Background: an optimization exercise with open tools, aiming at small area. Do not read the settings as production practice.
Function was checked by simulation only, so behaviour that the tests miss may differ from the original.
Power figures rest on the tool's default switching activity, not on a simulated workload.

alpha:
==> flow/design.v (excerpt) <==
module Digital_Clock(clock, rst, button1, button2, switches, timeZone, LEDArray, audioOut, dOnesHours, dTensHours, dOnesMins, dTensMins, dMeridiem, dTimeZone);
Size: roughly 870 cells after synthesis, about 110 flip-flops, roughly 6200 sq um of cells after synthesis.
export LEC_CHECK = 0
export CAP_MARGIN = 20
export CORE_MARGIN = 2
export CORE_UTILIZATION = 40
export SLEW_MARGIN = 20
create_clock -name core_clock -period 20.0 [get_ports {clock}]
standard.sh (not shown) runs the stock make flow with config.mk's settings and CLKGATE_MAP_FILE= SYNTH_SCRIPT=/design/flow/synth_recipe.tcl, a recipe that flattens the netlist after the stock synthesis.
==> flow/flow/run.sh <==
#!/bin/bash
# Own layout flow: the standard ORFS flow (standard.sh), with
#  - synthesis through flow/my_synth.tcl: ORFS synthesis with an area-oriented
#    ABC script (flow/abc_area.scr) and no half/full-adder extraction;
#  - port buffers of the smallest buffer cell;
#  - clock tree of clkbuf_4 cells without dummy loads.
# Each tool's output goes to the ORFS logs under orfs/logs; make's own output
# goes to flow_make.log in this folder.
set -euo pipefail
WORK=$(pwd)
FLOWDIR=$WORK/flow
export MY_ABC_SCRIPT=$FLOWDIR/abc_area.scr
sed -E "s#SYNTH_SCRIPT=[^ ]+#SYNTH_SCRIPT=$FLOWDIR/my_synth.tcl#" standard.sh > my_standard.sh
grep -q "SYNTH_SCRIPT=$FLOWDIR/my_synth.tcl" my_standard.sh
bash my_standard.sh \
  "BUFFER_PORTS_ARGS=-buffer_cell sky130_fd_sc_hd__buf_1" \
  "CTS_ARGS=-sink_clustering_enable -repair_clock_nets -buf_list sky130_fd_sc_hd__clkbuf_4 -dont_use_dummy_load" \
  finish > "$WORK/flow_make.log" 2>&1
==> flow/flow/abc_area.scr <==
strash
&get -n
&deepsyn -T 30
&put
dch -f
amap
==> flow/flow/my_synth.tcl <==
# ORFS synthesis as synth_recipe.tcl runs it, with an area-oriented ABC script
# and without the half/full-adder extraction (ABC maps that logic instead).
proc synth {args} { yosys synth -nofsm -noshare {*}$args }
proc extract_fa {args} { puts "extract_fa skipped" }
proc abc {args} {
  set i [lsearch $args -script]
  if {$i >= 0} {
    set args [lreplace $args [expr {$i+1}] [expr {$i+1}] $::env(MY_ABC_SCRIPT)]
  }
  yosys abc {*}$args
}
source $::env(SCRIPTS_DIR)/synth.tcl
# left out here: clear keep_hierarchy, flatten, clean up, hide names made inside functions, write 1_2_yosys.v
#### Input delta (beta over alpha)
--- a/flow/design.v
+++ b/flow/design.v
@@ -9,34 +9,40 @@
     output [6:0] dTensHours;
     output [6:0] dOnesHours;
     output [6:0] dTensMins;
     output [6:0] dOnesMins;
     output [6:0] dMeridiem;
     output [6:0] dTimeZone;
-    reg [1:0] divQ;
-    reg [3:0] divL;
-    wire      tick = (divQ == 2'd1) & (divL == 4'b1000);
+    reg [4:0] divCnt;
+    reg       divHalf;
+    wire      divEnd = (divCnt == 5'd29);
+    wire      tick = divEnd & ~divHalf;
     always @(posedge clock) begin
         if (rst) begin
-            divQ <= 2'd0; divL <= 4'd0;
-        end else begin
-            divQ <= divQ + 2'd1;
-            divL <= {divL[2:0], ~(divL[3] ^ divL[2])};
-        end
+            divCnt <= 5'd0; divHalf <= 1'b0;
+        end else if (divEnd) begin
+            divCnt <= 5'd0; divHalf <= ~divHalf;
+        end else
+            divCnt <= divCnt + 5'd1;
     end
     function [6:0] up59;             
         input [6:0] v;
         if (v[6:4] >= 3'd6 || v == 7'h59) up59 = 7'h00;
         else if (v[3:0] == 4'd9) up59 = {v[6:4] + 3'd1, 4'd0};
         else up59 = {v[6:4], v[3:0] + 4'd1};
     endfunction
     function [6:0] dn59;             
         input [6:0] v;
         if (v == 7'h00) dn59 = 7'h59;
         else if (v[3:0] == 4'd0) dn59 = {v[6:4] - 3'd1, 4'd9};
         else dn59 = {v[6:4], v[3:0] - 4'd1};
+    endfunction
+    function [6:0] inc59;            
+        input [6:0] v;
+        if (v[3:0] == 4'd9) inc59 = (v[6:4] == 3'd5) ? 7'h00 : {v[6:4] + 3'd1, 4'd0};
+        else inc59 = {v[6:4], v[3:0] + 4'd1};
     endfunction
     function [6:0] add30;            
         input [6:0] v;
         if (v[6:4] < 3'd3 || (v[6:4] == 3'd3 && v[3:0] < 4'd4)) add30 = {v[6:4] + 3'd3, v[3:0]};
         else if (v[3:0] >= 4'd4) add30 = {v[6:4] - 3'd3, v[3:0] - 4'd4};
         else add30 = {v[6:4] - 3'd4, v[3:0] + 4'd6};
@@ -55,33 +61,34 @@
     wire stepAny = b1 | b2;
     wire both = b1 & b2;
     wire sw0 = switches[0], sw2 = switches[2], sw3 = switches[3];
     wire gC = ~sw2 & ~sw3, gT = sw2 & ~sw3, gA = ~sw2 & sw3;
     wire anyG = ~(sw2 & sw3);
     wire tSetAll = (tmrSet == 3'b111);
-    reg  clkPend;
-    wire selA = ~clkPend & sw0 & gA;
-    wire selT = ~clkPend & (sw0 ? gT : sw2);
-    wire up = clkPend | (sw0 & b1);
+    wire selA = sw0 & gA;
+    wire selT = sw0 ? gT : sw2;
+    wire up = sw0 & b1;
     wire [6:0] uinS = selA ? almS : selT ? tmrS : clkS;
     wire [6:0] uinM = selA ? almM : selT ? tmrM : clkM;
     wire [4:0] uinH = selA ? almH : selT ? tmrH : clkH;
     wire [6:0] uoutS = up ? up59(uinS) : dn59(uinS);
     wire [6:0] uoutM = up ? up59(uinM) : dn59(uinM);
-    wire hWrap = clkPend ? (uinH == 5'd24) : (uinH >= 5'd23);
-    wire [4:0] uoutH = up ? (hWrap ? 5'd0 : uinH + 5'd1) : ((uinH == 5'd0) ? 5'd23 : uinH - 5'd1);
+    wire [4:0] uoutH = up ? ((uinH >= 5'd23) ? 5'd0 : uinH + 5'd1) : ((uinH == 5'd0) ? 5'd23 : uinH - 5'd1);
     wire tRun = ~sw0 & sw2 & tSetAll;
     wire tCount = tRun & ~tmrDone & ~tmrStop;
     wire tsZ = (tmrS == 7'd0), tmZ = (tmrM == 7'd0), thZ = (tmrH == 5'd0);
     wire tBorrowM = tsZ & ~(tmZ & thZ);
     wire tBorrowH = tsZ & tmZ & ~thZ;
     wire tFinish  = tsZ & tmZ & thZ;
     wire aMatch = (almSet == 3'b111) & (almS == clkS) & (almM == clkM) & (almH == clkH);
     wire aRun = ~sw0 & sw3 & (aMatch | (blink != 4'd0));
     wire sCarry = (clkS == 7'h59);
     wire mCarry = sCarry & (clkM == 7'h59);
+    wire [6:0] incS = inc59(clkS);
+    wire [6:0] incM = inc59(clkM);
+    wire [4:0] incH = (clkH == 5'd24) ? 5'd0 : clkH + 5'd1;
     wire [3:0] tzOff = (timeZone == 3'd0) ? 4'd0 : {1'b0, timeZone} + 4'd2;
     wire chTZ = (timeZone != prevTZ);
     wire nst = (timeZone == 3'd1);
     wire dShow = ~sw2 | tSetAll;              
     wire [6:0] dMpre = dShow ? uinM : dM;
     wire mGe30 = (clkM[6:4] >= 3'd3);
@@ -97,18 +104,12 @@
             clkS <= 0; clkM <= 0; clkH <= 0;
             tmrS <= 0; tmrM <= 0; tmrH <= 0;
             almS <= 0; almM <= 0; almH <= 0;
             dS <= 0; dM <= 0; dH <= 0;
             tmrSet <= 0; almSet <= 0; tmrDone <= 0; tmrStop <= 0;
             blink <= 0; led <= 0; play <= 0; merValid <= 0; prevTZ <= 0;
-            clkPend <= 0;
-        end else if (clkPend) begin
-            clkPend <= 1'b0;
-            clkS <= uoutS;
-            if (sCarry) clkM <= uoutM;
-            if (mCarry) clkH <= uoutH;
         end else if (tick) begin
             prevTZ <= timeZone;
             merValid <= 1'b1;
             if (sw0) begin
                 if (switches[4] & anyG) begin
                     dS <= uinS;
@@ -140,14 +141,17 @@
                     if (gT) tmrSet[2] <= 1'b1;
                     if (gA) almSet[2] <= 1'b1;
                 end
             end else begin
                 if (both) begin
                     clkS <= 0; clkM <= 0; clkH <= 0;
-                end else
-                    clkPend <= 1'b1;
+                end else begin
+                    clkS <= incS;
+                    if (sCarry) clkM <= incM;
+                    if (mCarry) clkH <= incH;
+                end
                 if (dShow) dS <= uinS;
                 dM <= dMrun;
                 dH <= dHrun;
                 if (aRun) begin
                     play <= 1'b1;
                     if (blink == 4'd13 || blink == 4'd15) blink <= 4'd0;
## What came out
Via count came out higher on beta than on alpha.
Between alpha and beta, the flow reports global-route wire length before repair increasing by more than 10%.
Number of cells on the critical path for beta: 5 up relative to alpha
The global-route usage number comes out higher for beta vs alpha.
Taking alpha as the reference point, the clock network fraction of total power of beta falls by 1.4 points.
The final estimated routing congestion in global placement of beta exceeds that of alpha by 5.8%.
On power: between beta and alpha, it ends up higher for beta.
Re post-layout utilization of the core: beta and alpha aren't equal, and the higher value belongs to beta.
Of beta and alpha, the run reporting the lower met3 demand-to-capacity share in global routing was alpha.
Cmp beta and alpha / maximum number of pins on one net before global-route repair / lower: beta
In the flow results for beta and alpha, the area of the multi-input gates is smaller on alpha.

-- port drivers added, routing unchanged --
The results above use ideal ports. As a check the final layouts listed here were re-extracted and re-timed, cells and wires unchanged.
Step 1 sets driving cells, clkbuf_16 on the clock port and buf_2 on the other inputs (assumed; they add their load-dependent delay and slew).
Step 2, shift: input delay + t, output delay - t, t = (earliest + latest rising clock arrival at the registers) / 2. This alone moves slack from input paths to output paths.
a / b / c = ideal ports / drivers / drivers and shift; a / b = the first two.
run	t, ns	setup slack, ns	clock arrival spread, ns	worst slew at a driven data input, ns	pins driven straight from the clock port
alpha	0.565	10.089 / 10.062 / 10.062	0.034 / 0.034	0.04	1
beta	0.561	9.613 / 9.584 / 9.584	0.040 / 0.040	0.05	1
After both steps every run listed still meets setup and hold. For beta, which loses most, drivers alone change the setup slack by -0.029 ns; drivers and shift together by -0.029 ns.
